This design comes from an exercise in tuning for small area, a short achievable clock period and few clock cycles per item on the open sky130 flow, not from production work.
Where RTL was checked, it was by simulation tests only, not by an equivalence proof against the original.
For runs 5 and 7, only the layout was checked, not whether the RTL still works.
The flow treats the clock pin as an ideal source. Dropping or thinning the clock tree relies on that and would not hold on a real chip.
Power figures rest on the tool's default switching activity, not on a simulated workload.

$ cat flow/flow/run.sh
#!/bin/bash
# Standard layout (bash standard.sh, all ORFS steps), with changes to clock
# tree synthesis and the timing repair that follows it:
#  - TritonCTS builds smaller sink clusters of clkbuf_8 and no dummy loads;
set -euo pipefail
here=$(pwd)
export CTS_ARGS="-sink_clustering_enable -repair_clock_nets -dont_use_dummy_load -sink_clustering_size 16 -sink_clustering_max_diameter 50 -buf_list sky130_fd_sc_hd__clkbuf_8"
# ORFS's own repair after CTS is skipped: post_cts.tcl repairs in steps instead.
export SKIP_CTS_REPAIR_TIMING=1
export FLOW_REPAIR_STEPS="${FLOW_REPAIR_STEPS:-2.5 2.6 2.7 2.8 2.85 2.9 2.95 3.0 3.05 3.1 3.15 3.2}"
export FLOW_FALLBACK_STEPS="2.5 2.6 2.7 2.8 2.9"
export FLOW_DOWNSIZE="${FLOW_DOWNSIZE:-1}"
export POST_CTS_TCL="$here/flow/post_cts.tcl"
bash standard.sh > "$here/standard.log" 2>&1
$ cat flow/flow/post_cts.tcl
# Sourced by ORFS's cts.tcl after clock tree synthesis.
source [file join [file dirname [info script]] procs.tcl]

drop_clock_root
set_dont_use {sky130_fd_sc_hd__dlygate* sky130_fd_sc_hd__clkdlybuf* sky130_fd_sc_hd__dlymetal*}
plain_port_buffers
detailed_placement
estimate_parasitics -placement
repair_design_helper
if {$::env(FLOW_DOWNSIZE)} {
  downsize_all
  detailed_placement
  estimate_parasitics -placement
  repair_design_helper
}
set dir $::env(RESULTS_DIR)
write_db $dir/my_probe.odb
write_sdc $dir/my_probe.sdc
set ::env(FLOW_PROBE_DB) $dir/my_probe.odb
set ::env(FLOW_PROBE_SDC) $dir/my_probe.sdc
set ::env(FLOW_PROBE_PROCS) [file join [file dirname [info script]] procs.tcl]
set probe_log $::env(LOG_DIR)/4_1_cts_probe.log
if {[info exists ::env(OPENROAD_EXE)]} { set exe $::env(OPENROAD_EXE) } else { set exe [info nameofexecutable] }
if {![info exists ::env(FLOW_PERIOD_NS)]} { set ::env(FLOW_PERIOD_NS) 5.0 }
if {[catch {exec $exe -no_init -exit [file join [file dirname [info script]] probe.tcl] > $probe_log 2>@1} err]} {
  puts "probe failed: $err"
}
set best_cost 1e30
set steps {}
set upto {}
foreach line [split [read [set f [open $probe_log]]] "\n"] {
  if {[regexp {^PROBE (\S+) (\S+)} $line -> margin cost]} {
    lappend steps $margin
    if {$cost < $best_cost} { set best_cost $cost; set upto $steps }
  }
}
close $f
if {$upto eq {}} { set upto $::env(FLOW_FALLBACK_STEPS) }
file delete $dir/my_probe.odb $dir/my_probe.sdc

foreach margin $upto {
  repair_timing -setup_margin $margin -repair_tns 100 -verbose
}
# Give back area where the worst slack does not need it.
estimate_parasitics -placement
greedy_downsize
detailed_placement
check_placement -verbose
estimate_parasitics -placement
report_clock_latency -clock [all_clocks]
report_worst_slack -max
$ cat flow/flow/probe.tcl
foreach lef [list $::env(TECH_LEF) {*}$::env(SC_LEF)] { read_lef $lef }
foreach lib $::env(LIB_FILES) { read_liberty $lib }
read_db $::env(FLOW_PROBE_DB)
read_sdc $::env(FLOW_PROBE_SDC)
source $::env(PLATFORM_DIR)/setRC.tcl
set_dont_use $::env(DONT_USE_CELLS)
set_dont_use {sky130_fd_sc_hd__dlygate* sky130_fd_sc_hd__clkdlybuf* sky130_fd_sc_hd__dlymetal*}
source $::env(FLOW_PROBE_PROCS)
set_propagated_clock [all_clocks]
estimate_parasitics -placement
foreach margin $::env(FLOW_REPAIR_STEPS) {
  repair_timing -setup_margin $margin -repair_tns 100
  estimate_parasitics -placement
  set ws [worst_slack -max]
  puts "PROBE $margin [expr {[cell_area] * ($::env(FLOW_PERIOD_NS) - $ws)}] $ws [cell_area]"
}
$ cat flow/flow/procs.tcl
# Procedures for post_cts.tcl and probe.tcl.

proc drop_clock_root {} {
  set block [ord::get_db_block]
  set clknet [$block findNet clk]
  set roots {}
  foreach it [$clknet getITerms] { lappend roots [$it getInst] }
  if {[llength $roots] != 1} { puts "drop_clock_root: [llength $roots] roots, left alone"; return }
  set root [lindex $roots 0]
  set rnet [[$root findITerm X] getNet]
  set sinks {}
  foreach it [$rnet getITerms] { if {[$it isInputSignal]} { lappend sinks $it } }
  if {[llength $sinks] > 4} { puts "drop_clock_root: root drives [llength $sinks] pins, left alone"; return }
  foreach it $sinks { $it disconnect; $it connect $clknet }
  odb::dbInst_destroy $root
  odb::dbNet_destroy $rnet
  puts "drop_clock_root: clk now drives [llength [$clknet getITerms]] pins"
}

# Port buffers become plain buffers: buf_4 for the address and penable,
# whose paths are the critical ones, buf_2 for the other ports. Timing
# repair then sizes up those that need it.
proc plain_port_buffers {} {
  set db [ord::get_db]
  set big [$db findMaster sky130_fd_sc_hd__buf_4]
  set small [$db findMaster sky130_fd_sc_hd__buf_2]
  set n 0
  foreach inst [[ord::get_db_block] getInsts] {
    if {![regexp {^(input|output)[0-9]+$} [$inst getName]]} { continue }
    set port ""
    foreach it [$inst getITerms] {
      set net [$it getNet]
      if {$net ne "NULL" && [llength [$net getBTerms]] > 0} { set port [[lindex [$net getBTerms] 0] getName] }
    }
    if {[regexp {^(paddr|penable)} $port]} { set m $big } else { set m $small }
    if {[[$inst getMaster] getName] ne [$m getName]} { $inst swapMaster $m; incr n }
  }
  puts "plain_port_buffers: $n swapped"
}

# Every logic cell goes to the smallest drive strength of its kind (same
# function, same base name); timing repair then sizes up what needs it.
proc downsize_all {} {
  set db [ord::get_db]
  set n 0
  set a0 0; set a1 0
  foreach inst [[ord::get_db_block] getInsts] {
    set m [$inst getMaster]
    set name [$m getName]
    if {![regexp {^(sky130_fd_sc_hd__[a-z0-9]+)_([0-9]+)$} $name -> base drive]} { continue }
    if {[regexp {clkbuf|clkinv|dly|tap|fill|decap|conb|diode} $base]} { continue }
    if {[regexp {^(input|output)[0-9]+$} [$inst getName]]} { continue }
    if {[$inst isFixed]} { continue }
    set best $m
    foreach d {0 1 2} {
      set c [$db findMaster ${base}_$d]
      if {$c ne "NULL" && [$c getWidth] < [$best getWidth]} { set best $c }
    }
    if {$best ne $m} {
      set a0 [expr {$a0 + [$m getWidth]}]; set a1 [expr {$a1 + [$best getWidth]}]
      $inst swapMaster $best
      incr n
    }
  }
  puts "downsize_all: $n cells, width [expr {$a0/1000.0}] -> [expr {$a1/1000.0}] um"
}

# Standard-cell area without tap cells, in um^2.
proc cell_area {} {
  set a 0
  foreach inst [[ord::get_db_block] getInsts] {
    set m [$inst getMaster]
    if {[string match *tapvpwrvgnd* [$m getName]]} { continue }
    set a [expr {$a + [$m getWidth] * [$m getHeight] / 1e6}]
  }
  return $a
}

# Take logic cells down one drive strength at a time, keeping each change
# only if the worst setup slack stays within tol of where it started.
proc greedy_downsize {{tol 0.002}} {
  set db [ord::get_db]
  set ws0 [worst_slack -max]
  set n 0
  set saved 0
  foreach inst [[ord::get_db_block] getInsts] {
    set m [$inst getMaster]
    set name [$m getName]
    if {![regexp {^(sky130_fd_sc_hd__[a-z0-9]+)_([0-9]+)$} $name -> base drive]} { continue }
    if {[regexp {clkbuf|clkinv|dly|tap|fill|decap|conb|diode|df|edf} $base]} { continue }
    # candidate sizes smaller than the current one, largest first
    set cands {}
    foreach d {8 6 4 3 2 1 0} {
      if {$d >= $drive} { continue }
      set c [$db findMaster ${base}_$d]
      if {$c ne "NULL" && [$c getWidth] < [$m getWidth]} { lappend cands $c }
    }
    set cur $m
    foreach c $cands {
      set sta_inst [sta::find_instance [$inst getName]]
      replace_cell $sta_inst [sta::find_liberty_cell [$c getName]]
      estimate_parasitics -placement
      if {[worst_slack -max] < $ws0 - $tol} {
        replace_cell $sta_inst [sta::find_liberty_cell [$cur getName]]
        estimate_parasitics -placement
        break
      }
      set saved [expr {$saved + ([$cur getWidth] - [$c getWidth]) * [$cur getHeight] / 1e6}]
      set cur $c
      incr n
    }
  }
  puts "greedy_downsize: $n steps, [format %.1f $saved] um2 saved, worst slack $ws0 -> [worst_slack -max]"
}
$ cat flow/standard.sh
#!/bin/bash
# synth_recipe.tcl (not shown) runs the flow's synth.tcl, then flattens the netlist and writes it again
# the make line also repeats each setting of config.mk as NAME=value (left out here)
make -C /OpenROAD-flow-scripts/flow DESIGN_CONFIG=/design/flow/config.mk WORK_HOME=/design/flow/orfs CLKGATE_MAP_FILE= SYNTH_SCRIPT=/design/flow/synth_recipe.tcl "${@:-finish}"
$ cat flow/config.mk
export PLATFORM = sky130hd
export DESIGN_NAME = apb_fifo
export DESIGN_NICKNAME = apb_fifo
export VERILOG_FILES = /design/flow/design.v
export SDC_FILE = /design/flow/constraint.sdc
export NUM_CORES = 4
export LEC_CHECK = 0
export CAP_MARGIN = 20
export CORE_MARGIN = 2
export CORE_UTILIZATION = 55
export SETUP_SLACK_MARGIN = 3.1
export SLEW_MARGIN = 20
export SYNTH_HIERARCHICAL = 1
export SYNTH_MINIMUM_KEEP_SIZE = 0
export TNS_END_PERCENT = 100
$ cat flow/constraint.sdc
create_clock -name core_clock -period 5.0 [get_ports {clk}]
set_input_delay 1.0000 -clock core_clock [delete_from_list [all_inputs] [get_ports {clk}]]
set_output_delay 1.0000 -clock core_clock [all_outputs]
set_load 0.01 [all_outputs]
$ cat flow/design.v
module apb_fifo (
    input  wire        clk,
    input  wire        rst,
    input  wire        psel,
    input  wire [3:0]  paddr,
    input  wire [31:0] pwdata,
    input  wire        penable,
    input  wire        pwrite,
    output wire [31:0] prdata,
    output wire        pready
);
reg [31:0] mem [0:15];    
reg [15:0] vld;           
reg [15:0] wsel;          
reg [3:0]  cnt;           
reg        rdy;           
reg [31:0] rdq;           
wire setup = psel & ~penable;
wire full  = (cnt == 4'd15);
wire empty = (cnt == 4'd0);
always @(posedge clk or negedge rst) begin
    if (!rst) begin
        rdy  <= 1'b0;
        wsel <= 16'b0;
        cnt  <= 4'd0;
        vld  <= 16'b0;
    end else begin
        rdy  <= setup & (pwrite ? ~full : ~empty);
        wsel <= (setup & pwrite & ~full) ? (16'b1 << paddr) : 16'b0;
        if (rdy)
            cnt <= pwrite ? cnt + 4'd1 : cnt - 4'd1;
        vld <= vld | wsel;
    end
end
wire [63:0] rsel;    
genvar c;
generate
    for (c = 0; c < 4; c = c + 1) begin : g_rsel
        apb_fifo_rsel u_rsel (.paddr(paddr), .vld(vld), .sel(rsel[16*c +: 16]));
    end
endgenerate
wire [31:0] rword;
genvar b, k;
generate
    for (b = 0; b < 32; b = b + 1) begin : g_rbit
        wire [7:0] t;
        wire [1:0] u;
        for (k = 0; k < 8; k = k + 1) begin : g_pair
            apb_fifo_aoi22 u_aoi (.a1(rsel[16*(b/8) + 2*k]), .a2(mem[2*k][b]),
                                  .b1(rsel[16*(b/8) + 2*k+1]), .b2(mem[2*k+1][b]), .y(t[k]));
        end
        apb_fifo_and4  u_a0 (.a(t[3:0]), .y(u[0]));
        apb_fifo_and4  u_a1 (.a(t[7:4]), .y(u[1]));
        apb_fifo_nand2 u_nd (.a(u[0]), .b(u[1]), .y(rword[b]));
    end
endgenerate
integer i;
always @(posedge clk) begin
    for (i = 0; i < 16; i = i + 1)
        if (wsel[i])
            mem[i] <= pwdata;
    rdq <= rword;
end
assign prdata = rdq;
assign pready = rdy;
endmodule
module apb_fifo_aoi22 (input wire a1, a2, b1, b2, output wire y);
assign y = ~((a1 & a2) | (b1 & b2));
endmodule
module apb_fifo_and4 (input wire [3:0] a, output wire y);
assign y = &a;
endmodule
module apb_fifo_nand2 (input wire a, b, output wire y);
assign y = ~(a & b);
endmodule
module apb_fifo_rsel (
    input  wire [3:0]  paddr,
    input  wire [15:0] vld,
    output wire [15:0] sel
);
assign sel = vld & (16'b1 << paddr);
endmodule
==> metrics.csv, run 1 <==
metric;value;unit
outcome;no timing/DRC/antenna violations;
drt pass-1 iters;5;
WP data required;4.00;ns
clock-pin slew on the worst setup and hold paths;0.10;ns
pwr/cell area;359;nW/µm²
final layout net count;1288;
Die Wd;203;µm
post-route setup TNS;0;ns
share of cells above drive strength 1;0.188;
commonest cells after routing, fill and taps aside;edfxtp_1, a22oi_1, and4_1, and3_4, clkbuf_8;
Max Cap Viol;0;
final hold vios;0;
Fin Clk Skew;0.0546;ns
post-synthesis cell area;21800;µm²
relative slew slack;0.470;
fillcell total;3113;
nature of the critical path endpoint;primary output;
most common cell after layout, fill and taps aside;edfxtp_1;
post-route ant nets;0;
fin worst setup slack;3.07;ns
vias in the first global route;11339;
CP max FO;2;
Reg power frac;0.671;
Clock power frac;0.271;
data arrival time of the worst path;0.93;ns
initial antenna violation count;0;
Sink Count;581;
hpwl dp;27900;µm
Top Family by Delay on Critical Path;flip-flops;
Logic pwr share;0.058;
Peak Freq;0.517;GHz
worst skew pair latency;0.44;ns
vias per cell;6.28;
Mapped Avg Cell Area;19.9;µm²
pre-CTS WS;1.66;ns
register area;17000;µm²
Leakage;7.03;nW
die height;203;µm
Buffers & Inverters on Critical Path;1;
maximum VDD drop;0.247;mV
slowest CP cell;dfrtp_2;
CP Cell Sequence;buf_6;
Tot GR Track Use;0.252;
synth unique cells;33;
n_diodes;0;
internal power;0.00645;W
Sw Ratio;0.215;
Core Region;39500;µm²
routed len/inst;29.1;µm
global-route wire length before repair;74700;µm
FF+latch count, synth;581;
Final Total Pwr;0.00821;W
port bufs;73;
routability congestion estimate;0.776;
Synthesized Nets;1143;
Slew Limit Fails;0;
Seq/Total Area, Yosys;0.775;
worst-margin pin slew;0.795;ns
Non-Filler Instances;1767;
Std-Cell Rows;73;
IO Count;74;
multi-input logic area;3960;µm²
pin count of the biggest net entering global routing;34;
Psw;0.00176;W
DR DRC count;0;
Layout Utilization;0.579;
worst stage delay on the critical path;0.42;ns
placed cell count;1700;
Area growth syn-to-layout;4.62;%
starting DRC count in detailed routing;772;
WL final;51300;µm
Syn Inst Count;1099;
Final min period;1.93;ns
full die area;41300;µm²
Initial Util;0.554;
type of the worst min-delay path;in2async;
Synth Warn #;9;
Finish-stage setup viols;0;
Setup crit start kind;flip-flop;
period utilization;0.387;
via count;11093;
GRT overflow;0;
CP Class;reg2out;
RSZ-0062 raised after global routing;yes;
[flip-flops by register name, summed over array words and instances, names as in the netlist]
| signal | flops |
|---|---|
| rdq | 32 |
| vld | 16 |
| wsel | 16 |
| cnt | 4 |
| rdy | 1 |
| mem | 512 |
[cells by family after synthesis]
kind of cell    synth area share
fa+ha+maj                0.00206
simple gates              0.0720
compound gates             0.148
mux                     0.000973
buf+inv                 0.000687
xor+xnor                0.000802
flops                      0.775
[per-module statistics from Yosys, one instance, submodules excluded]
module	copies in the design	cells
apb_fifo_nand2	32	1
apb_fifo_and4	64	1
apb_fifo_aoi22	256	1
apb_fifo_rsel	4	24
apb_fifo	1	651
[path summary, 6_finish.rpt]
check                           cells after the start   startpoint    endpoint  slack, ns
worst max-delay path                                1          rdy      pready       3.07
worst min-delay path                                2          rst      cnt[3]       0.53
worst max register to register                      1      wsel[6]  mem[6][13]       3.21
worst min register to register                      3  mem[11][10]     rdq[10]       0.59
max in group asynchronous                           3          rst    wsel[15]       3.37
min in group core_clock                             3  mem[11][10]     rdq[10]       0.59
[routing by layer]
metal | GRT usage | up-vias | share of wire
li1 | - | 4861 | -
met1 | 0.353 | 5792 | 0.43
met2 | 0.406 | 354 | 0.48
met3 | 0.0516 | 86 | 0.064
met4 | 0.0725 | 0 | 0.027
met5 | 0 | - | 0
[cell usage after synthesis]
library cell | instances | area, µm²
nand4_1 | 3 | 18.8
inv_1 | 2 | 7.51
and4_1 | 64 | 561
mux2i_1 | 1 | 10.0
a21oi_1 | 3 | 15.0
dfrtp_1 | 37 | 926
nor4b_1 | 1 | 8.76
nand3_1 | 5 | 25.0
and2b_1 | 4 | 30.0
and3_1 | 64 | 400
a2111o_1 | 1 | 11.3
xnor2_1 | 1 | 8.76
o211ai_1 | 1 | 7.51
nor3_1 | 4 | 20.0
nor2_1 | 25 | 93.8
a22oi_2 | 256 | 3200
or4_1 | 1 | 7.51
or2_2 | 16 | 100
and2_1 | 8 | 50.1
xor2_1 | 1 | 8.76
or3b_1 | 1 | 8.76
or4b_1 | 1 | 10.0
nand4b_1 | 2 | 17.5
nor2b_1 | 12 | 75.1
buf_4 | 1 | 7.51
mux2_2 | 1 | 11.3
fa_1 | 1 | 20.0
nand2b_1 | 2 | 12.5
dfxtp_1 | 32 | 641
edfxtp_1 | 512 | 15400
and3b_2 | 1 | 10.0
nand2_1 | 33 | 124
ha_1 | 2 | 25.0
[layout make-up]
type | instances | area share
Sequential cell | 581 | 0.743
Multi-Input combinational cell | 515 | 0.173
Timing Repair Buffer | 96 | 0.0256
Clock buffer | 48 | 0.0289
Tap cell | 525 | 0.0287
Inverter | 2 | 0.000493
[through the flow]
stage / area, µm² / hold slack [ns]
after global routing: 22900 / 0.553
final: 22900 / 0.525
after global placement: 23500 / 0.575
after floorplan: 22100 / 0.470
after detailed placement: 23500 / 0.583
[power groups by stage]
stage                     clock network, W  logic, W  registers (W)
final                              0.00223  0.000474        0.00551
after floorplan                          0  0.000254        0.00558
after global placement                   0  0.000515        0.00562
after detailed placement                 0  0.000529        0.00562
after global routing               0.00246  0.000521        0.00552
Testbench counts, summed over its fixed seeds: cycles 6,400, transfers 3,200.
==> run 2, diff against run 1 <==
--- a/flow/design.v
+++ b/flow/design.v
@@ -11,22 +11,25 @@
 );
 reg [31:0] mem [0:15];    
 reg [15:0] vld;           
-reg [15:0] wsel;          
+reg        wacc;          
+reg [3:0]  wa;            
 reg [3:0]  cnt;           
 reg        rdy;           
+reg        rdo;           
 reg [31:0] rdq;           
 wire setup = psel & ~penable;
 wire full  = (cnt == 4'd15);
 wire empty = (cnt == 4'd0);
+wire [15:0] wsel = {16{wacc}} & (16'b1 << wa);    
 always @(posedge clk or negedge rst) begin
     if (!rst) begin
         rdy  <= 1'b0;
-        wsel <= 16'b0;
+        wacc <= 1'b0;
         cnt  <= 4'd0;
         vld  <= 16'b0;
     end else begin
         rdy  <= setup & (pwrite ? ~full : ~empty);
-        wsel <= (setup & pwrite & ~full) ? (16'b1 << paddr) : 16'b0;
+        wacc <= setup & pwrite & ~full;
         if (rdy)
             cnt <= pwrite ? cnt + 4'd1 : cnt - 4'd1;
         vld <= vld | wsel;
@@ -56,13 +59,15 @@
 endgenerate
 integer i;
 always @(posedge clk) begin
+    rdo <= setup & (pwrite ? ~full : ~empty);
+    wa  <= paddr;
     for (i = 0; i < 16; i = i + 1)
         if (wsel[i])
             mem[i] <= pwdata;
     rdq <= rword;
 end
 assign prdata = rdq;
-assign pready = rdy;
+assign pready = rdo;
 endmodule
 module apb_fifo_aoi22 (input wire a1, a2, b1, b2, output wire y);
 assign y = ~((a1 & a2) | (b1 & b2));
--- a/flow/flow/run.sh
+++ b/flow/flow/run.sh
@@ -9,6 +9,6 @@
 export SKIP_CTS_REPAIR_TIMING=1
 export FLOW_REPAIR_STEPS="${FLOW_REPAIR_STEPS:-2.5 2.6 2.7 2.8 2.85 2.9 2.95 3.0 3.05 3.1 3.15 3.2}"
 export FLOW_FALLBACK_STEPS="2.5 2.6 2.7 2.8 2.9"
-export FLOW_DOWNSIZE="${FLOW_DOWNSIZE:-1}"
+export FLOW_DOWNSIZE="${FLOW_DOWNSIZE-^a22oi$}"
 export POST_CTS_TCL="$here/flow/post_cts.tcl"
 bash standard.sh > "$here/standard.log" 2>&1
--- a/flow/flow/post_cts.tcl
+++ b/flow/flow/post_cts.tcl
@@ -7,8 +7,8 @@
 detailed_placement
 estimate_parasitics -placement
 repair_design_helper
-if {$::env(FLOW_DOWNSIZE)} {
-  downsize_all
+if {$::env(FLOW_DOWNSIZE) ne ""} {
+  downsize_all $::env(FLOW_DOWNSIZE)
   detailed_placement
   estimate_parasitics -placement
   repair_design_helper
@@ -41,9 +41,9 @@
 foreach margin $upto {
   repair_timing -setup_margin $margin -repair_tns 100 -verbose
 }
-# Give back area where the worst slack does not need it.
+# Give back area on paths well away from the worst slack.
 estimate_parasitics -placement
-greedy_downsize
+greedy_downsize2
 detailed_placement
 check_placement -verbose
 estimate_parasitics -placement
--- a/flow/flow/procs.tcl
+++ b/flow/flow/procs.tcl
@@ -38,9 +38,10 @@
   puts "plain_port_buffers: $n swapped"
 }
 
-# Every logic cell goes to the smallest drive strength of its kind (same
-# function, same base name); timing repair then sizes up what needs it.
-proc downsize_all {} {
+# Every logic cell whose kind (base name) matches the pattern goes to the
+# smallest drive strength of that kind; timing repair then sizes up what
+# needs it.
+proc downsize_all {{pattern .}} {
   set db [ord::get_db]
   set n 0
   set a0 0; set a1 0
@@ -49,6 +50,7 @@
     set name [$m getName]
     if {![regexp {^(sky130_fd_sc_hd__[a-z0-9]+)_([0-9]+)$} $name -> base drive]} { continue }
     if {[regexp {clkbuf|clkinv|dly|tap|fill|decap|conb|diode} $base]} { continue }
+    if {![regexp $pattern [regsub {^sky130_fd_sc_hd__} $base {}]]} { continue }
     if {[regexp {^(input|output)[0-9]+$} [$inst getName]]} { continue }
     if {[$inst isFixed]} { continue }
     set best $m
@@ -76,9 +78,21 @@
   return $a
 }
 
-# Take logic cells down one drive strength at a time, keeping each change
-# only if the worst setup slack stays within tol of where it started.
-proc greedy_downsize {{tol 0.002}} {
+# Take logic cells down one drive strength at a time where timing has room:
+# a change is kept only if the slack through the cell stays at least guard
+# above the worst slack, and the worst slack itself does not move.
+proc cell_slack {inst} {
+  set s 1e30
+  foreach it [$inst getITerms] {
+    if {![$it isOutputSignal]} { continue }
+    set p [get_pins -quiet [$inst getName]/[[$it getMTerm] getName]]
+    if {$p eq ""} { continue }
+    set v [get_property $p slack_max]
+    if {$v ne "" && $v < $s} { set s $v }
+  }
+  return $s
+}
+proc greedy_downsize2 {{guard 0.15} {tol 0.001}} {
   set db [ord::get_db]
   set ws0 [worst_slack -max]
   set n 0
@@ -88,7 +102,7 @@
     set name [$m getName]
     if {![regexp {^(sky130_fd_sc_hd__[a-z0-9]+)_([0-9]+)$} $name -> base drive]} { continue }
     if {[regexp {clkbuf|clkinv|dly|tap|fill|decap|conb|diode|df|edf} $base]} { continue }
-    # candidate sizes smaller than the current one, largest first
+    if {[cell_slack $inst] < $ws0 + $guard} { continue }
     set cands {}
     foreach d {8 6 4 3 2 1 0} {
       if {$d >= $drive} { continue }
@@ -96,11 +110,11 @@
       if {$c ne "NULL" && [$c getWidth] < [$m getWidth]} { lappend cands $c }
     }
     set cur $m
+    set sta_inst [sta::find_instance [$inst getName]]
     foreach c $cands {
-      set sta_inst [sta::find_instance [$inst getName]]
       replace_cell $sta_inst [sta::find_liberty_cell [$c getName]]
       estimate_parasitics -placement
-      if {[worst_slack -max] < $ws0 - $tol} {
+      if {[worst_slack -max] < $ws0 - $tol || [cell_slack $inst] < $ws0 + $guard} {
         replace_cell $sta_inst [sta::find_liberty_cell [$cur getName]]
         estimate_parasitics -placement
         break
@@ -110,5 +124,5 @@
       incr n
     }
   }
-  puts "greedy_downsize: $n steps, [format %.1f $saved] um2 saved, worst slack $ws0 -> [worst_slack -max]"
+  puts "greedy_downsize2: $n steps, [format %.1f $saved] um2 saved, worst slack $ws0 -> [worst_slack -max]"
 }
--- a/flow/config.mk
+++ b/flow/config.mk
@@ -7,7 +7,7 @@
 export LEC_CHECK = 0
 export CAP_MARGIN = 20
 export CORE_MARGIN = 2
-export CORE_UTILIZATION = 55
+export CORE_UTILIZATION = 60
 export SETUP_SLACK_MARGIN = 3.1
 export SLEW_MARGIN = 20
 export SYNTH_HIERARCHICAL = 1
==> metrics.csv, run 2 <==
metric;value;unit
Largest regs;mem x512, rdq x32, vld x16;
post-route setup TNS;0;ns
worst skew pair latency;0.42;ns
Leakage;7.01;nW
routability congestion estimate;0.774;
Seq/Total Area, Yosys;0.772;
Synth area leader;edfxtp_1;
initial antenna violation count;0;
Synth top area share;0.712;
R2R Path Start;wacc;
Largest register FFs;512;
Buffers & Inverters on Critical Path;1;
Slew Limit Fails;0;
commonest cells after routing, fill and taps aside;edfxtp_1, a22oi_1, and4_1, and3_4, clkbuf_8;
Final Total Pwr;0.00807;W
Tot GR Track Use;0.266;
clock-pin slew on the worst setup and hold paths;0.09;ns
post-route ant nets;0;
full die area;37500;µm²
IO Count;74;
Area growth syn-to-layout;5.53;%
Synth area leaders;edfxtp_1, a22oi_2, dfxtp_1;
drt pass-1 iters;5;
hpwl dp;29400;µm
share of cells above drive strength 1;0.215;
Peak Freq;0.522;GHz
CP Capture Point;prdata[12];
Top Family by Delay on Critical Path;flip-flops;
Worst Setup SP;rdq[12];
final hold vios;0;
FFs w/ async S/R, synth;0.0385;
Syn Inst Count;1087;
Std-Cell Rows;69;
die height;194;µm
DR DRC count;0;
via count;11202;
port bufs;73;
n_diodes;0;
FF+latch count, synth;571;
RSZ-0062 raised after global routing;yes;
WL final;49900;µm
Post-synth EDFFs;512;
post-synthesis cell area;21600;µm²
final layout net count;1293;
Max Cap Viol;0;
nature of the critical path endpoint;primary output;
most common cell in the netlist;edfxtp_1;
Core Region;35500;µm²
vias in the first global route;11146;
pin count of the biggest net entering global routing;34;
relative slew slack;0.468;
routed len/inst;29.2;µm
period utilization;0.383;
synth unique cells;35;
CP Cell Sequence;buf_6;
CP max FO;1;
CP Class;reg2out;
Initial Util;0.608;
Reg with most FFs;mem;
Reg-to-Reg End;mem[5][29];
GRT overflow;0;
worst-margin pin slew;0.798;ns
maximum VDD drop;0.237;mV
Fin Clk Skew;0.0562;ns
slowest CP cell;dfxtp_2;
Mapped Avg Cell Area;19.9;µm²
top post-synthesis cells by count;edfxtp_1, a22oi_2, and3_1, and4_1, dfxtp_1;
Die Wd;194;µm
Final min period;1.92;ns
Setup crit start kind;flip-flop;
outcome;no timing/DRC/antenna violations;
type of the worst min-delay path;in2async;
global-route wire length before repair;73000;µm
Finish-stage setup viols;0;
pwr/cell area;354;nW/µm²
starting DRC count in detailed routing;1025;
R2R setup slack;3.15;ns
vias per cell;6.56;
Main synth FF type;edfxtp_1;
Synthesized Nets;1131;
worst stage delay on the critical path;0.38;ns
Synth Warn #;9;
WP data required;4.00;ns
Sink Count;571;
stages on the worst setup path;1;
Reg2Reg Depth;3;
data arrival time of the worst path;0.92;ns
most common cell after layout, fill and taps aside;edfxtp_1;
WHS;0.588;ns
-- run 2: cell types whose count changed after synthesis, sizes merged, moves of 2 or more --
cell,previous run,this run
nand4b,2,0
nand3b,0,2
dfxtp,32,37
dfrtp,37,22
nor2,25,23
-- run 2: kinds of logic after synthesis --
group / after synthesis / synth area share
compound gates: 261 / 0.150
xor+xnor: 2 / 0.000812
simple gates: 245 / 0.0729
mux: 2 / 0.000986
buf+inv: 3 / 0.000870
fa+ha+maj: 3 / 0.00209
flops: 571 / 0.772
-- run 2: per-module statistics from Yosys, one instance, submodules excluded --
module          flip-flops and latches  cell area [µm²]  copies in the design
apb_fifo_rsel                        0              146                     4
apb_fifo_aoi22                       0             12.5                   256
apb_fifo_and4                        0             8.76                    64
apb_fifo_nand2                       0             3.75                    32
apb_fifo                           571            17100                     1
-- run 2: worst min-delay path by stage --
stage,startpoint,endpoint,slack (ns),cells past startpoint
global placement,mem[11][24],rdq[24],0.57,3
finish,rst,cnt[2],0.59,1
global route,rst,cnt[2],0.60,1
detailed placement,mem[11][29],rdq[29],0.58,3
floorplan,vld[0],vld[0],0.47,1
-- run 2: layout make-up --
class                      count  area (µm²)
fill                        2564       12700
inverter                       2        11.3
sequential                   571       16700
multi-input combinational    514        4160
timing repair buffer         114         699
tap                          461         577
clock buffer                  46         633
-- run 2: report_power, final --
| part | total (W) | internal, W | switching [W] |
|---|---|---|---|
| Clock | 0.00214 | 0.000824 | 0.00132 |
| Sequential | 0.00544 | 0.00531 | 0.000130 |
| Combinational | 0.000492 | 0.000208 | 0.000284 |
| Total | 0.00807 | 0.00634 | 0.00173 |
-- run 2: metal layers --
metal / vias up / global-route usage / wire, µm
li1: 4859 / - / -
met3: 73 / 0.0284 / 2880
met1: 5884 / 0.398 / 22000
met4: 0 / 0.0645 / 1070
met2: 386 / 0.428 / 23900
met5: - / 0 / 0
-- run 2: per-stage QoR --
step | setup slack [ns] | util | area (µm²) | std cells
global placement | 1.89 | 0.659 | 23400 | 1637
floorplan | 2.82 | - | 21900 | 1087
finish | 3.08 | 0.642 | 22800 | 1708
detailed placement | 1.86 | 0.659 | 23400 | 1637
global route | 3.06 | 0.642 | 22800 | 1708
Testbench counts of run 2, summed over its fixed seeds: cycles 6,400, transfers 3,200.
==> run 3, diff against run 2 <==
--- a/flow/config.mk
+++ b/flow/config.mk
@@ -7,8 +7,8 @@
 export LEC_CHECK = 0
 export CAP_MARGIN = 20
 export CORE_MARGIN = 2
-export CORE_UTILIZATION = 60
-export SETUP_SLACK_MARGIN = 3.1
+export CORE_UTILIZATION = 65
+export SETUP_SLACK_MARGIN = 3.15
 export SLEW_MARGIN = 20
 export SYNTH_HIERARCHICAL = 1
 export SYNTH_MINIMUM_KEEP_SIZE = 0
==> metrics.csv, run 3 <==
metric;value;unit
outcome;no timing/DRC/antenna violations;
Main synth FF type;edfxtp_1;
Synth Warn #;9;
R2R setup slack;3.17;ns
FF+latch count, synth;571;
final hold vios;0;
most common cell after layout, fill and taps aside;edfxtp_1;
full die area;34700;µm²
Synth area leader;edfxtp_1;
Max Cap Viol;0;
routed len/inst;29.1;µm
top post-synthesis cells by count;edfxtp_1, a22oi_2, and3_1, and4_1, dfxtp_1;
CP Class;in2reg;
Post-synth EDFFs;512;
initial antenna violation count;0;
WL final;49400;µm
synth unique cells;35;
Leakage;7.07;nW
Area growth syn-to-layout;6.52;%
clock-pin slew on the worst setup and hold paths;0.09;ns
relative slew slack;0.520;
most common cell in the netlist;edfxtp_1;
nature of the critical path endpoint;flip-flop;
period utilization;0.379;
Synth top area share;0.712;
hpwl dp;29100;µm
WP data required;5.28;ns
Final min period;1.90;ns
Peak Freq;0.527;GHz
Slew Limit Fails;0;
starting DRC count in detailed routing;1163;
pwr/cell area;352;nW/µm²
Initial Util;0.662;
Fin Clk Skew;0.0603;ns
RSZ-0062 raised after global routing;yes;
Reg with most FFs;mem;
Setup crit start kind;input port;
die height;186;µm
n_diodes;0;
maximum VDD drop;0.268;mV
DR DRC count;0;
type of the worst min-delay path;in2async;
Largest regs;mem x512, rdq x32, vld x16;
Sink Count;571;
Finish-stage setup viols;0;
Syn Inst Count;1087;
Synthesized Nets;1131;
worst skew pair latency;0.43;ns
pin count of the biggest net entering global routing;34;
Seq/Total Area, Yosys;0.772;
slowest CP cell;or4b_1;
share of cells above drive strength 1;0.226;
FFs w/ async S/R, synth;0.0385;
commonest cells after routing, fill and taps aside;edfxtp_1, a22oi_1, and4_1, and3_4, clkbuf_8;
Die Wd;186;µm
IO Count;74;
drt pass-1 iters;5;
Std-Cell Rows;66;
worst stage delay on the critical path;0.46;ns
GRT overflow;0;
Synth area leaders;edfxtp_1, a22oi_2, dfxtp_1;
vias in the first global route;11347;
data arrival time of the worst path;2.18;ns
Non-Filler Instances;1697;
port bufs;73;
post-synthesis cell area;21600;µm²
Tot GR Track Use;0.290;
worst-margin pin slew;0.721;ns
CP Cell Sequence;buf_6, clkinvlp_4, ha_4, or4b_1, nand3_1, o211ai_1;
vias per cell;6.74;
post-route setup TNS;0;ns
routability congestion estimate;0.820;
post-route ant nets;0;
Mapped Avg Cell Area;19.9;µm²
via count;11433;
placed cell count;1617;
CP max FO;7;
Core Region;32600;µm²
final layout net count;1301;
global-route wire length before repair;71500;µm
Largest register FFs;512;
-- run 3: where the power goes --
group / switching (W) / total, W / leakage (nW) / internal [W]
clock: 0.00131 / 0.00212 / 0.324 / 0.000806
combinational: 0.000278 / 0.000515 / 1.55 / 0.000237
sequential: 0.000142 / 0.00545 / 5.20 / 0.00531
total: 0.00173 / 0.00808 / 7.07 / 0.00635
-- run 3: kinds of logic (layout without fill, tap and decap cells) --
| family | Yosys count | in the layout | share of synthesized area |
|---|---|---|---|
| xor+xnor | 2 | 2 | 0.000812 |
| fa+ha+maj | 3 | 3 | 0.00209 |
| simple gates | 245 | 246 | 0.0729 |
| buf+inv | 3 | 170 | 0.000870 |
| compound gates | 261 | 261 | 0.150 |
| flops | 571 | 571 | 0.772 |
| mux | 2 | 2 | 0.000986 |
-- run 3: stage by stage --
| step | hold WS (ns) | cell area [µm²] | utilization | setup WS, ns | total power [W] |
|---|---|---|---|---|---|
| 6_report | 0.583 | 23000 | 0.705 | 3.10 | 0.00808 |
| 3_5_place_dp | 0.587 | 23500 | 0.719 | 1.82 | 0.00608 |
| 2_1_floorplan | 0.503 | 22000 | - | 2.82 | 0.00576 |
| 3_3_place_gp | 0.581 | 23500 | 0.719 | 1.84 | 0.00606 |
| 5_1_grt | 0.600 | 23000 | 0.705 | 3.07 | 0.00834 |
-- run 3: layout make-up --
cell class | count | area [µm²]
fillers | 2090 | 9630
multi-input cells | 514 | 4180
repair buffers | 123 | 913
clock buffers | 45 | 619
flip-flops and latches | 571 | 16700
well taps | 442 | 553
inverters | 2 | 11.3
-- run 3: worst max-delay path: cells and delay by family --
kind | cells | cell delay (ns)
buffers and inverters | 2 | 0.25
AOI/OAI and AO/OA | 1 | 0.08
and+or+nand+nor | 2 | 0.55
adders and majority gates | 1 | 0.30
-- run 3: final timing paths --
check	start	to	cells past startpoint
setup / recovery	pwrite	cnt[3]	6
hold / removal	rst	vld[9]	1
setup reg to reg	wacc	mem[4][23]	3
hold reg to reg	mem[13][5]	rdq[5]	3
max in group asynchronous	rst	vld[8]	1
min in group core_clock	mem[13][5]	rdq[5]	3
-- run 3: routing by layer --
metal  part of all wire  vias up  GRT usage
li1                   -     4875          -
met1               0.41     5868      0.422
met2               0.46      581      0.456
met3              0.091      109     0.0479
met4              0.031        0     0.0951
met5                  0        -          0
-- run 3: per-module statistics from Yosys (local to each module, per instance) --
module	area (µm²)	flip-flops and latches
apb_fifo	17100	571
apb_fifo_aoi22	12.5	0
apb_fifo_nand2	3.75	0
apb_fifo_and4	8.76	0
apb_fifo_rsel	146	0
==> run 4, diff against run 3 <==
--- a/flow/config.mk
+++ b/flow/config.mk
@@ -8,7 +8,7 @@
 export CAP_MARGIN = 20
 export CORE_MARGIN = 2
 export CORE_UTILIZATION = 65
-export SETUP_SLACK_MARGIN = 3.15
+export SETUP_SLACK_MARGIN = 3.1
 export SLEW_MARGIN = 20
 export SYNTH_HIERARCHICAL = 1
 export SYNTH_MINIMUM_KEEP_SIZE = 0
==> metrics.csv, run 4 <==
metric;value;unit
port bufs;73;
Synth top area share;0.712;
Synth Warn #;9;
CP Class;reg2out;
Reg-to-Reg End;mem[0][21];
Synth area leader;edfxtp_1;
hpwl dp;27500;µm
Finish-stage setup viols;0;
CP max FO;1;
type of the worst min-delay path;in2async;
Area growth syn-to-layout;4.88;%
Tot GR Track Use;0.276;
global-route wire length before repair;68500;µm
FFs w/ async S/R, synth;0.0385;
n_diodes;0;
final layout net count;1305;
top post-synthesis cells by count;edfxtp_1, a22oi_2, and3_1, and4_1, dfxtp_1;
pwr/cell area;354;nW/µm²
CP Cell Sequence;buf_6;
worst skew pair latency;0.41;ns
Post-synth EDFFs;512;
Layout Utilization;0.694;
routability congestion estimate;0.814;
post-route setup TNS;0;ns
Largest regs;mem x512, rdq x32, vld x16;
Syn Inst Count;1087;
R2R setup slack;3.14;ns
period utilization;0.380;
most common cell after layout, fill and taps aside;edfxtp_1;
initial antenna violation count;0;
data arrival time of the worst path;0.90;ns
full die area;34700;µm²
Sink Count;571;
Seq/Total Area, Yosys;0.772;
Synth area leaders;edfxtp_1, a22oi_2, dfxtp_1;
fin area;22600;µm²
routed len/inst;27.4;µm
WHS;0.583;ns
Leakage;7.02;nW
Die Wd;186;µm
Largest register FFs;512;
vias in the first global route;11027;
nature of the critical path endpoint;primary output;
Core Region;32600;µm²
Cell Area, Placed;23400;µm²
vias per cell;6.51;
Slew Limit Fails;0;
WL final;46500;µm
R2R Path Start;wacc;
Final min period;1.90;ns
drt pass-1 iters;5;
Synthesized Nets;1131;
Std-Cell Rows;66;
GRT overflow;0;
worst-margin pin slew;0.729;ns
via count;11076;
relative slew slack;0.514;
pin count of the biggest net entering global routing;34;
starting DRC count in detailed routing;1040;
FF+latch count, synth;571;
DR DRC count;0;
final hold vios;0;
Mapped Avg Cell Area;19.9;µm²
synth unique cells;35;
most common cell in the netlist;edfxtp_1;
Reg with most FFs;mem;
IO Count;74;
post-synthesis cell area;21600;µm²
Reg2Reg Depth;3;
Buffers & Inverters on Critical Path;1;
WP data required;4.00;ns
Fin Clk Skew;0.0352;ns
slowest CP cell;dfxtp_4;
Initial Util;0.662;
Main synth FF type;edfxtp_1;
worst stage delay on the critical path;0.37;ns
outcome;no timing/DRC/antenna violations;
Top Family by Delay on Critical Path;flip-flops;
RSZ-0062 raised after global routing;yes;
share of cells above drive strength 1;0.198;
maximum VDD drop;0.230;mV
Max Cap Viol;0;
clock-pin slew on the worst setup and hold paths;0.09;ns
commonest cells after routing, fill and taps aside;edfxtp_1, a22oi_1, and3_4, and4_1, buf_2;
Setup crit start kind;flip-flop;
die height;186;µm
post-route ant nets;0;
Peak Freq;0.527;GHz
==> run 4: cell count changes in the layout (fill, tap and decap cells not counted), sizes merged <==
cell and change:
nor2 -1, clkbuf -2, buf +7
==> run 4: cells by family (layout without fill, tap and decap cells) <==
| logic type | after synthesis | count (layout) | synth area share |
|---|---|---|---|
| buffers and inverters | 3 | 175 | 0.000870 |
| adders and majority gates | 3 | 3 | 0.00209 |
| and+or+nand+nor | 245 | 245 | 0.0729 |
| muxes | 2 | 2 | 0.000986 |
| DFF | 571 | 571 | 0.772 |
| AOI/OAI and AO/OA | 261 | 261 | 0.150 |
| xor gates and xnor gates | 2 | 2 | 0.000812 |
==> run 4: cell type report <==
class / instances / area (µm²)
clock buffers: 46 / 633
fillers: 2172 / 9990
inverters: 2 / 11.3
multi-input cells: 513 / 4070
flip-flops and latches: 571 / 16700
well taps: 442 / 553
repair buffers: 127 / 687
==> run 4: layer usage <==
metal  up-vias  wire [µm]  GRT usage  part of all wire
met4         0        876     0.0602             0.019
li1       4881          -          -                 -
met3        66       3770     0.0448             0.081
met5         -          0          0                 0
met1      5678      20200      0.417              0.43
met2       451      21700      0.432              0.47
==> run 4: per-stage QoR <==
stage,setup slack (ns),cells,total power (W)
2_1_floorplan,2.82,1087,0.00576
3_3_place_gp,1.85,1617,0.00604
3_5_place_dp,1.84,1617,0.00606
5_1_grt,3.06,1701,0.00829
6_report,3.10,1701,0.00802
==> run 4: worst max path at each step <==
stage | start | end | slack, ns | depth (start not counted)
floorplan | wa[0] | mem[7][0] | 2.82 | 2
global placement | paddr[1] | rdq[18] | 1.85 | 6
detailed placement | paddr[1] | rdq[18] | 1.84 | 6
global route | rdq[11] | prdata[11] | 3.06 | 1
finish | rdq[11] | prdata[11] | 3.10 | 1
==> run 4: per-module statistics from Yosys (local to each module, per instance) <==
module          times used  cells inside
apb_fifo_rsel            4            24
apb_fifo_and4           64             1
apb_fifo_aoi22         256             1
apb_fifo                 1           639
apb_fifo_nand2          32             1
==> run 4: power by group <==
| part | internal (W) | switching, W | leakage [nW] |
|---|---|---|---|
| Clock | 0.000824 | 0.00130 | 0.331 |
| Sequential | 0.00530 | 0.000125 | 5.19 |
| Combinational | 0.000198 | 0.000274 | 1.50 |
==> run 5, diff against run 4 <==
--- a/flow/design.v
+++ b/flow/design.v
@@ -15,7 +15,6 @@
 reg [3:0]  wa;            
 reg [3:0]  cnt;           
 reg        rdy;           
-reg        rdo;           
 reg [31:0] rdq;           
 wire setup = psel & ~penable;
 wire full  = (cnt == 4'd15);
@@ -59,7 +58,6 @@
 endgenerate
 integer i;
 always @(posedge clk) begin
-    rdo <= setup & (pwrite ? ~full : ~empty);
     wa  <= paddr;
     for (i = 0; i < 16; i = i + 1)
         if (wsel[i])
@@ -67,7 +65,7 @@
     rdq <= rword;
 end
 assign prdata = rdq;
-assign pready = rdo;
+assign pready = rdy;
 endmodule
 module apb_fifo_aoi22 (input wire a1, a2, b1, b2, output wire y);
 assign y = ~((a1 & a2) | (b1 & b2));
==> metrics.csv, run 5 <==
metric;value;unit
Largest regs;mem x512, rdq x32, vld x16;
FF+latch count, synth;570;
Synth Warn #;9;
IO Count;74;
Tot GR Track Use;0.290;
share of cells above drive strength 1;0.204;
Fin Clk Skew;0.0328;ns
R2R setup slack;3.17;ns
relative slew slack;0.511;
most common cell after layout, fill and taps aside;edfxtp_1;
Sink Count;570;
Syn Inst Count;1086;
Top Family by Delay on Critical Path;flip-flops;
Area growth syn-to-layout;5.38;%
post-synthesis cell area;21600;µm²
Largest register FFs;512;
nature of the critical path endpoint;primary output;
Layout Utilization;0.697;
slowest CP cell;dfrtp_2;
Leakage;7.00;nW
Worst Setup SP;rdy;
GRT overflow;0;
Reg-to-Reg End;mem[2][3];
final hold vios;0;
post-route setup TNS;0;ns
final layout net count;1300;
DR top layer;met4;
vias in the first global route;11045;
top post-synthesis cells by count;edfxtp_1, a22oi_2, and4_1;
Final min period;1.94;ns
Reg2Reg Depth;3;
stages on the worst setup path;1;
pre-CTS WS;1.92;ns
met3 wire len;4050;µm
Max Cap Viol;0;
Post-synth EDFFs;512;
Slew Limit Fails;0;
Synth area leaders;edfxtp_1, a22oi_2, dfxtp_1;
WL final;49100;µm
CP Class;reg2out;
worst stage delay on the critical path;0.42;ns
Seq/Total Area, Yosys;0.771;
Initial Util;0.661;
CP max FO;2;
Mapped Avg Cell Area;19.9;µm²
Synth top area share;0.713;
die height;186;µm
commonest cells after routing, fill and taps aside;edfxtp_1, a22oi_1, and4_1, and3_4, clkbuf_8;
Buffers & Inverters on Critical Path;1;
pwr/cell area;352;nW/µm²
R2R Path Start;wacc;
Core Region;32600;µm²
global-route wire length before repair;71300;µm
WP data required;4.00;ns
initial antenna violation count;1;
routability congestion estimate;0.839;
M1 wire length;20300;µm
Setup crit start kind;flip-flop;
Synthesized Nets;1130;
worst-margin pin slew;0.734;ns
vias per cell;6.65;
Synth area leader;edfxtp_1;
clock-pin slew on the worst setup and hold paths;0.09;ns
port bufs;73;
Die Wd;186;µm
drt pass-1 iters;5;
Main synth FF type;edfxtp_1;
data arrival time of the worst path;0.94;ns
DR DRC count;0;
period utilization;0.389;
fin worst setup slack;3.06;ns
worst skew pair latency;0.41;ns
CP Capture Point;pready;
metal2 WL;23600;µm
RSZ-0062 raised after global routing;yes;
Reg with most FFs;mem;
outcome;no timing/DRC/antenna violations;
Std-Cell Rows;66;
type of the worst min-delay path;in2async;
full die area;34700;µm²
post-route ant nets;0;
hpwl dp;29300;µm
synth unique cells;37;
routed len/inst;28.9;µm
starting DRC count in detailed routing;1170;
Finish-stage setup viols;0;
CP Cell Sequence;buf_6;
Peak Freq;0.514;GHz
FFs w/ async S/R, synth;0.0386;
via count;11286;
pin count of the biggest net entering global routing;34;
most common cell in the netlist;edfxtp_1;
maximum VDD drop;0.343;mV
==> run 5: power by group <==
part           leakage, nW  switching (W)  total, W  internal (W)
logic                 1.49       0.000276  0.000478      0.000202
registers             5.18       0.000128   0.00542       0.00530
clock network        0.324        0.00129   0.00210      0.000807
==> run 5: modules after synthesis (local to each module, per instance) <==
module	flip-flops and latches	times used
apb_fifo_and4	0	64
apb_fifo	570	1
apb_fifo_rsel	0	4
apb_fifo_nand2	0	32
apb_fifo_aoi22	0	256
==> run 5: kinds of logic after synthesis <==
logic type	synth area share
buf+inv	0.00104
fa+ha+maj	0.00209
mux	0.000986
flops	0.771
xor+xnor	0.000812
simple gates	0.0731
compound gates	0.150
==> run 5: layout make-up <==
cell class | instances | area, µm²
tap | 442 | 553
timing repair buffer | 124 | 742
clock buffer | 45 | 619
multi-input combinational | 512 | 4140
antenna | 1 | 2.50
fill | 2169 | 9880
inverter | 3 | 15.0
sequential | 570 | 16700
==> run 5: worst min-delay path by stage <==
stage	cells past startpoint	to	start	slack, ns
after floorplan	1	vld[0]	vld[0]	0.47
after global placement	1	vld[3]	vld[3]	0.57
after detailed placement	1	vld[1]	vld[1]	0.58
after global routing	1	cnt[2]	rst	0.59
final	1	cnt[2]	rst	0.57
==> run 5: stage by stage <==
stage / instances / hold slack (ns) / total power (W) / area [µm²]
after floorplan: 1086 / 0.466 / 0.00576 / 22000
after global placement: 1616 / 0.571 / 0.00605 / 23400
after detailed placement: 1618 / 0.580 / 0.00607 / 23400
after global routing: 1696 / 0.593 / 0.00826 / 22700
final: 1697 / 0.569 / 0.00800 / 22700
==> run 5: layer usage <==
layer / GRT usage / up-vias
met5: 0 / -
met4: 0.0734 / 0
met3: 0.0483 / 79
met2: 0.467 / 522
met1: 0.422 / 5809
li1: - / 4876
==> run 6, diff against run 5 <==
--- a/flow/design.v
+++ b/flow/design.v
@@ -14,7 +14,8 @@
 reg        wacc;          
 reg [3:0]  wa;            
 reg [3:0]  cnt;           
-reg        rdy;           
+reg        racc;          
+reg        rdo;           
 reg [31:0] rdq;           
 wire setup = psel & ~penable;
 wire full  = (cnt == 4'd15);
@@ -22,15 +23,19 @@
 wire [15:0] wsel = {16{wacc}} & (16'b1 << wa);    
 always @(posedge clk or negedge rst) begin
     if (!rst) begin
-        rdy  <= 1'b0;
+        rdo  <= 1'b0;
         wacc <= 1'b0;
+        racc <= 1'b0;
         cnt  <= 4'd0;
         vld  <= 16'b0;
     end else begin
-        rdy  <= setup & (pwrite ? ~full : ~empty);
+        rdo  <= setup & (pwrite ? ~full : ~empty);
         wacc <= setup & pwrite & ~full;
-        if (rdy)
-            cnt <= pwrite ? cnt + 4'd1 : cnt - 4'd1;
+        racc <= setup & ~pwrite & ~empty;
+        if (wacc)
+            cnt <= cnt + 4'd1;
+        else if (racc)
+            cnt <= cnt - 4'd1;
         vld <= vld | wsel;
     end
 end
@@ -65,7 +70,7 @@
     rdq <= rword;
 end
 assign prdata = rdq;
-assign pready = rdy;
+assign pready = rdo;
 endmodule
 module apb_fifo_aoi22 (input wire a1, a2, b1, b2, output wire y);
 assign y = ~((a1 & a2) | (b1 & b2));
==> metrics.csv, run 6 <==
metric;value;unit
type of the worst min-delay path;reg2reg;
Final min period;1.91;ns
Syn Inst Count;1083;
most common cell after layout, fill and taps aside;edfxtp_1;
Largest regs;mem x512, rdq x32, vld x16;
IO Count;74;
share of cells above drive strength 1;0.200;
Sink Count;571;
pin count of the biggest net entering global routing;34;
nature of the critical path endpoint;primary output;
post-route setup TNS;0;ns
Area growth syn-to-layout;4.85;%
Worst Setup SP;rdo;
Reg with most FFs;mem;
Synth area leader;edfxtp_1;
via count;11013;
Leakage;6.96;nW
worst skew pair latency;0.41;ns
FFs w/ async S/R, synth;0.0403;
Finish-stage setup viols;0;
data arrival time of the worst path;0.91;ns
GR peak layer;met2;
Std-Cell Rows;66;
n_diodes;0;
Slew Limit Fails;0;
Largest register FFs;512;
CP Cell Sequence;buf_2;
CP max FO;1;
hpwl dp;28300;µm
GR Util met1;0.420;
Core Region;32600;µm²
Peak Freq;0.524;GHz
die height;186;µm
R2R Path Start;wacc;
clock-pin slew on the worst setup and hold paths;0.09;ns
Reg2Reg Depth;4;
full die area;34600;µm²
starting DRC count in detailed routing;1202;
Mapped Avg Cell Area;19.9;µm²
DR DRC count;0;
initial antenna violation count;1;
Synth area leaders;edfxtp_1, a22oi_2, dfxtp_1;
Final Total Pwr;0.00795;W
maximum VDD drop;0.289;mV
post-route ant nets;0;
final layout net count;1286;
Fin Clk Skew;0.0456;ns
routability congestion estimate;0.786;
vias in the first global route;11065;
fin worst setup slack;3.09;ns
routing usage on met3;0.0413;
Seq/Total Area, Yosys;0.773;
GRT overflow;0;
CP Class;reg2out;
top post-synthesis cells by count;edfxtp_1, a22oi_2, and4_1;
global-route wire length before repair;69700;µm
CP Capture Point;pready;
commonest cells after routing, fill and taps aside;edfxtp_1, a22oi_1, and4_1, and3_4;
Reg-to-Reg End;mem[8][20];
pre-CTS WS;1.81;ns
worst stage delay on the critical path;0.38;ns
routed len/inst;28.2;µm
Buffers & Inverters on Critical Path;1;
stages on the worst setup path;1;
Main synth FF type;edfxtp_1;
WHS;0.532;ns
Post-synth EDFFs;512;
WP data required;4.00;ns
FF+latch count, synth;571;
Die Wd;186;µm
Initial Util;0.661;
relative slew slack;0.517;
WL final;47500;µm
worst-margin pin slew;0.724;ns
Max Cap Viol;0;
RSZ-0062 raised after global routing;yes;
port bufs;73;
drt pass-1 iters;4;
R2R setup slack;3.11;ns
slowest CP cell;dfrtp_1;
synth unique cells;33;
most common cell in the netlist;edfxtp_1;
met2 GRT Util;0.452;
Synthesized Nets;1127;
vias per cell;6.55;
post-synthesis cell area;21600;µm²
final hold vios;0;
Layout Utilization;0.693;
period utilization;0.382;
pwr/cell area;352;nW/µm²
Tot GR Track Use;0.281;
Synth Warn #;9;
outcome;no timing/DRC/antenna violations;
Synth top area share;0.713;
Setup crit start kind;flip-flop;
Top Family by Delay on Critical Path;flip-flops;
==> run 6: cell count changes in the layout (fill, tap and decap cells not counted), sizes merged, moves of 2 or more <==
cell    previous run  this run
a211oi             0         3
a21oi              3         0
buf              120       112
clkbuf            49        45
nand3              5         1
nor3b              0         2
==> run 6: worst min-delay path by stage <==
stage                       from  endpoint  cells past startpoint
final                     cnt[2]    cnt[2]                      2
after global routing      cnt[2]    cnt[2]                      2
after detailed placement  cnt[2]    cnt[2]                      2
after global placement    cnt[2]    cnt[2]                      2
after floorplan           vld[0]    vld[0]                      1
==> run 6: layer usage <==
metal  routed length (µm)  part of all wire  vias up
li1                     -                 -     4837
met1                20500              0.43     5687
met2                22800              0.48      430
met3                 3450             0.073       59
met4                  731             0.015        0
met5                    0                 0        -
==> run 6: logic make-up (layout without fill, tap and decap cells) <==
logic type | count (synthesis) | after routing | share of synthesized area
AOI/OAI and AO/OA | 263 | 263 | 0.151
xor gates and xnor gates | 2 | 2 | 0.000813
adders and majority gates | 3 | 3 | 0.00209
buffers and inverters | 2 | 159 | 0.000348
DFF | 571 | 571 | 0.773
muxes | 1 | 1 | 0.000522
and+or+nand+nor | 241 | 241 | 0.0716
==> run 6: modules after synthesis, one instance, submodules excluded <==
module          area, µm²  copies in the design
apb_fifo_and4        8.76                    64
apb_fifo            17100                     1
apb_fifo_nand2       3.75                    32
apb_fifo_aoi22       12.5                   256
apb_fifo_rsel         146                     4
==> run 6: per-stage QoR <==
stage / instances / instance area, µm²
6_report: 1682 / 22600
5_1_grt: 1682 / 22600
3_5_place_dp: 1614 / 23300
3_3_place_gp: 1614 / 23300
2_1_floorplan: 1083 / 21900
==> run 6: cell type report <==
type                            instances  area (µm²)
Clock buffer                           43         592
Fill cell                            2157       10000
Inverter                                2        7.51
Multi-Input combinational cell        510        4070
Sequential cell                       571       16700
Tap cell                              442         553
Timing Repair Buffer                  114         684
==> run 6: power by group <==
part	total (W)	internal (W)	switching (W)
clock network	0.00206	0.000773	0.00129
logic	0.000467	0.000193	0.000274
registers	0.00542	0.00530	0.000119
total	0.00795	0.00627	0.00168
Testbench counts of run 6, summed over its fixed seeds: cycles 6,400, transfers 3,200.
==> run 7, diff against run 6 <==
--- a/flow/design.v
+++ b/flow/design.v
@@ -50,14 +50,17 @@
 genvar b, k;
 generate
     for (b = 0; b < 32; b = b + 1) begin : g_rbit
-        wire [7:0] t;
+        wire [5:0] t;
         wire [1:0] u;
-        for (k = 0; k < 8; k = k + 1) begin : g_pair
-            apb_fifo_aoi22 u_aoi (.a1(rsel[16*(b/8) + 2*k]), .a2(mem[2*k][b]),
-                                  .b1(rsel[16*(b/8) + 2*k+1]), .b2(mem[2*k+1][b]), .y(t[k]));
+        for (k = 0; k < 5; k = k + 1) begin : g_trio
+            apb_fifo_aoi222 u_aoi (
+                .a1(rsel[16*(b/8) + 3*k]),   .a2(mem[3*k][b]),
+                .b1(rsel[16*(b/8) + 3*k+1]), .b2(mem[3*k+1][b]),
+                .c1(rsel[16*(b/8) + 3*k+2]), .c2(mem[3*k+2][b]), .y(t[k]));
         end
-        apb_fifo_and4  u_a0 (.a(t[3:0]), .y(u[0]));
-        apb_fifo_and4  u_a1 (.a(t[7:4]), .y(u[1]));
+        apb_fifo_nand2 u_n15 (.a(rsel[16*(b/8) + 15]), .b(mem[15][b]), .y(t[5]));
+        apb_fifo_and3  u_a0 (.a(t[2:0]), .y(u[0]));
+        apb_fifo_and3  u_a1 (.a(t[5:3]), .y(u[1]));
         apb_fifo_nand2 u_nd (.a(u[0]), .b(u[1]), .y(rword[b]));
     end
 endgenerate
@@ -72,10 +75,10 @@
 assign prdata = rdq;
 assign pready = rdo;
 endmodule
-module apb_fifo_aoi22 (input wire a1, a2, b1, b2, output wire y);
-assign y = ~((a1 & a2) | (b1 & b2));
+module apb_fifo_aoi222 (input wire a1, a2, b1, b2, c1, c2, output wire y);
+assign y = ~((a1 & a2) | (b1 & b2) | (c1 & c2));
 endmodule
-module apb_fifo_and4 (input wire [3:0] a, output wire y);
+module apb_fifo_and3 (input wire [2:0] a, output wire y);
 assign y = &a;
 endmodule
 module apb_fifo_nand2 (input wire a, b, output wire y);
--- a/flow/flow/run.sh
+++ b/flow/flow/run.sh
@@ -9,6 +9,6 @@
 export SKIP_CTS_REPAIR_TIMING=1
 export FLOW_REPAIR_STEPS="${FLOW_REPAIR_STEPS:-2.5 2.6 2.7 2.8 2.85 2.9 2.95 3.0 3.05 3.1 3.15 3.2}"
 export FLOW_FALLBACK_STEPS="2.5 2.6 2.7 2.8 2.9"
-export FLOW_DOWNSIZE="${FLOW_DOWNSIZE-^a22oi$}"
+export FLOW_DOWNSIZE="${FLOW_DOWNSIZE-^a222oi$}"
 export POST_CTS_TCL="$here/flow/post_cts.tcl"
 bash standard.sh > "$here/standard.log" 2>&1
--- a/flow/flow/post_cts.tcl
+++ b/flow/flow/post_cts.tcl
@@ -41,9 +41,6 @@
 foreach margin $upto {
   repair_timing -setup_margin $margin -repair_tns 100 -verbose
 }
-# Give back area on paths well away from the worst slack.
-estimate_parasitics -placement
-greedy_downsize2
 detailed_placement
 check_placement -verbose
 estimate_parasitics -placement
--- a/flow/flow/procs.tcl
+++ b/flow/flow/procs.tcl
@@ -78,51 +78,3 @@
   return $a
 }
 
-# Take logic cells down one drive strength at a time where timing has room:
-# a change is kept only if the slack through the cell stays at least guard
-# above the worst slack, and the worst slack itself does not move.
-proc cell_slack {inst} {
-  set s 1e30
-  foreach it [$inst getITerms] {
-    if {![$it isOutputSignal]} { continue }
-    set p [get_pins -quiet [$inst getName]/[[$it getMTerm] getName]]
-    if {$p eq ""} { continue }
-    set v [get_property $p slack_max]
-    if {$v ne "" && $v < $s} { set s $v }
-  }
-  return $s
-}
-proc greedy_downsize2 {{guard 0.15} {tol 0.001}} {
-  set db [ord::get_db]
-  set ws0 [worst_slack -max]
-  set n 0
-  set saved 0
-  foreach inst [[ord::get_db_block] getInsts] {
-    set m [$inst getMaster]
-    set name [$m getName]
-    if {![regexp {^(sky130_fd_sc_hd__[a-z0-9]+)_([0-9]+)$} $name -> base drive]} { continue }
-    if {[regexp {clkbuf|clkinv|dly|tap|fill|decap|conb|diode|df|edf} $base]} { continue }
-    if {[cell_slack $inst] < $ws0 + $guard} { continue }
-    set cands {}
-    foreach d {8 6 4 3 2 1 0} {
-      if {$d >= $drive} { continue }
-      set c [$db findMaster ${base}_$d]
-      if {$c ne "NULL" && [$c getWidth] < [$m getWidth]} { lappend cands $c }
-    }
-    set cur $m
-    set sta_inst [sta::find_instance [$inst getName]]
-    foreach c $cands {
-      replace_cell $sta_inst [sta::find_liberty_cell [$c getName]]
-      estimate_parasitics -placement
-      if {[worst_slack -max] < $ws0 - $tol || [cell_slack $inst] < $ws0 + $guard} {
-        replace_cell $sta_inst [sta::find_liberty_cell [$cur getName]]
-        estimate_parasitics -placement
-        break
-      }
-      set saved [expr {$saved + ([$cur getWidth] - [$c getWidth]) * [$cur getHeight] / 1e6}]
-      set cur $c
-      incr n
-    }
-  }
-  puts "greedy_downsize2: $n steps, [format %.1f $saved] um2 saved, worst slack $ws0 -> [worst_slack -max]"
-}
==> metrics.csv, run 7 <==
metric;value;unit
outcome;no timing/DRC/antenna violations;
Syn Inst Count;1019;
type of the worst min-delay path;reg2reg;
vias per cell;7.03;
Finish-stage setup viols;0;
WL final;47400;µm
post-synthesis simple-gate area fraction;0.0754;
post-route ant nets;0;
GRT overflow;0;
Compound-Gate Fraction of Synth Area;0.0834;
FFs w/ async S/R, synth;0.0403;
final layout net count;1240;
IO Count;74;
Synth Area in XOR/XNOR;0.000880;
fin area;22600;µm²
Synth top area share;0.772;
maximum VDD drop;0.275;mV
final hold vios;0;
Die Wd;179;µm
most common cell after layout, fill and taps aside;edfxtp_1;
CP Cell Sequence;buf_12, and2b_2, and3_4, a222oi_1, and3_1, nand2_1;
pwr/cell area;355;nW/µm²
post-synthesis mux area share;0.000565;
post-route setup TNS;0;ns
Fin Clk Skew;0.0471;ns
Sink Count;571;
Leakage;7.34;nW
post-synthesis adder-cell area fraction;0.00226;
largest family of logic cells by synthesized area;compound AO/OA/AOI/OAI gates;
via count;11170;
Reg with most FFs;mem;
CP Class;in2reg;
RSZ-0062 raised after global routing;yes;
period utilization;0.390;
Peak Freq;0.512;GHz
die height;179;µm
most common cell in the netlist;edfxtp_1;
pin count of the biggest net entering global routing;34;
worst skew pair latency;0.40;ns
data arrival time of the worst path;2.24;ns
Final Total Pwr;0.00802;W
share of cells above drive strength 1;0.240;
drt pass-1 iters;6;
Slew Limit Fails;0;
worst stage delay on the critical path;0.40;ns
port bufs;73;
Std-Cell Rows;64;
CP max FO;8;
Initial Util;0.656;
relative slew slack;0.639;
DR DRC count;0;
Synthesized Nets;1063;
top post-synthesis cells by count;edfxtp_1, a222oi_1, and3_1;
nature of the critical path endpoint;flip-flop;
Max Cap Viol;0;
initial antenna violation count;0;
clock-pin slew on the worst setup and hold paths;0.10;ns
n_diodes;0;
Synth area leaders;edfxtp_1, a222oi_1, and3_1;
Seq/Total Area, Yosys;0.837;
Synth area leader;edfxtp_1;
worst-margin pin slew;0.541;ns
FF+latch count, synth;571;
hpwl dp;26400;µm
slowest CP cell;a222oi_1;
Largest regs;mem x512, rdq x32, vld x16;
vias in the first global route;11081;
post-synthesis cell area;19900;µm²
Core Region;30300;µm²
starting DRC count in detailed routing;1640;
Final min period;1.95;ns
commonest cells after routing, fill and taps aside;edfxtp_1, a222oi_1, buf_2, nand2_1, and3_1;
Main synth FF type;edfxtp_1;
Setup crit start kind;input port;
global-route wire length before repair;68500;µm
Synth Warn #;9;
routed len/inst;29.8;µm
Layout Utilization;0.743;
Largest register FFs;512;
fillcell total;1763;
Post-synth EDFFs;512;
Tot GR Track Use;0.298;
synth unique cells;33;
WP data required;5.29;ns
full die area;32100;µm²
Mapped Avg Cell Area;19.5;µm²
routability congestion estimate;0.773;
Area growth syn-to-layout;13.2;%
Cell Area, Placed;21600;µm²
==> run 7: cell count changes in the layout (fill, tap and decap cells not counted), sizes merged <==
cell | before | now
nand2 | 34 | 66
a222oi | 0 | 160
and4 | 65 | 1
a22oi | 256 | 0
clkbuf | 45 | 56
and3 | 64 | 128
buf | 112 | 119
==> run 7: layout make-up <==
| type | count | area [µm²] | area share |
|---|---|---|---|
| flip-flops and latches | 571 | 16700 | 0.740 |
| clock buffers | 44 | 606 | 0.0269 |
| well taps | 396 | 495 | 0.0220 |
| inverters | 2 | 7.51 | 0.000333 |
| multi-input cells | 446 | 3740 | 0.166 |
| repair buffers | 131 | 1020 | 0.0454 |
==> run 7: path summary, 6_finish.rpt <==
kind | from | end | slack, ns | cells past startpoint
worst min register to register | mem[15][28] | rdq[28] | 0.53 | 3
worst min-delay path | mem[15][28] | rdq[28] | 0.53 | 3
max in group asynchronous | rst | vld[1] | 4.04 | 1
min in group asynchronous | rst | cnt[0] | 0.57 | 1
worst max register to register | wacc | mem[5][8] | 3.14 | 3
worst max-delay path | paddr[3] | rdq[24] | 3.05 | 6
==> run 7: kinds of logic after synthesis <==
| kind of cell | count (synthesis) |
|---|---|
| buf+inv | 2 |
| flops | 571 |
| compound gates | 167 |
| simple gates | 273 |
| fa+ha+maj | 3 |
| mux | 1 |
| xor+xnor | 2 |
==> run 7: per-layer routing <==
| layer | share of wire | vias up | GRT usage |
|---|---|---|---|
| li1 | - | 4753 | - |
| met1 | 0.39 | 5679 | 0.431 |
| met4 | 0.025 | 0 | 0.0799 |
| met2 | 0.48 | 645 | 0.476 |
| met5 | 0 | - | 0 |
| met3 | 0.10 | 93 | 0.0553 |
==> run 7: through the flow <==
stage	cells	hold slack [ns]	setup WS, ns
after floorplan	1019	0.468	2.89
after global placement	1504	0.507	1.69
after detailed placement	1505	0.536	1.71
after global routing	1590	0.575	3.00
final	1590	0.527	3.05
==> run 7: critical path: cells and delay by family <==
kind	cells	cell delay [ns]
and+or+nand+nor	4	0.72
AOI/OAI and AO/OA	1	0.40
buffers and inverters	1	0.11
==> run 7: modules after synthesis (local to each module, per instance) <==
module           flops+latches  copies in the design  cells  area (µm²)
apb_fifo                   571                     1    635       17100
apb_fifo_and3                0                    64      1        6.26
apb_fifo_aoi222              0                   160      1        10.0
apb_fifo_nand2               0                    64      1        3.75
apb_fifo_rsel                0                     4     24         146
==> run 7: where the power goes <==
group / total (W) / internal [W] / switching (W)
clock: 0.00209 / 0.000790 / 0.00130
sequential: 0.00542 / 0.00530 / 0.000120
combinational: 0.000507 / 0.000218 / 0.000289

## what the ideal ports hide
The flow's constraints put no driver on any port. The routed layouts listed below were extracted and timed again, unchanged, in two steps. Step 1 (the two cells are an assumption about what drives the block):
set clk [get_ports {clk}]
set_driving_cell -lib_cell sky130_fd_sc_hd__clkbuf_16 $clk
set_driving_cell -lib_cell sky130_fd_sc_hd__buf_2 [delete_from_list [all_inputs] $clk]
Step 2 also shifts input and output timing later by t, the mid clock arrival at the registers, as if the neighbouring blocks saw the same clock. Three values: ideal ports, drivers, drivers and shift; two values: the first two.
run	shift t [ns]	setup WS [ns]	worst setup path after step 2	worst register clock-pin slew, ns
run 1	0.509	3.066 / 2.966 / 2.616	input to register	0.10 / 0.10
run 2	0.492	3.085 / 2.989 / 2.619	input to register	0.10 / 0.10
run 3	0.481	3.103 / 3.028 / 2.610	input to register	0.10 / 0.10
run 4	0.468	3.101 / 3.022 / 2.655	input to register	0.09 / 0.09
run 5	0.469	3.055 / 2.977 / 2.586	input to register	0.10 / 0.10
run 6	0.472	3.092 / 3.010 / 2.664	input to register	0.10 / 0.10
run 7	0.466	3.048 / 2.906 / 2.440	input to register	0.10 / 0.10
After both steps setup and hold are still met in every run listed. For run 7, which loses most, drivers alone change the setup slack by -0.142 ns; drivers and shift together by -0.608 ns.
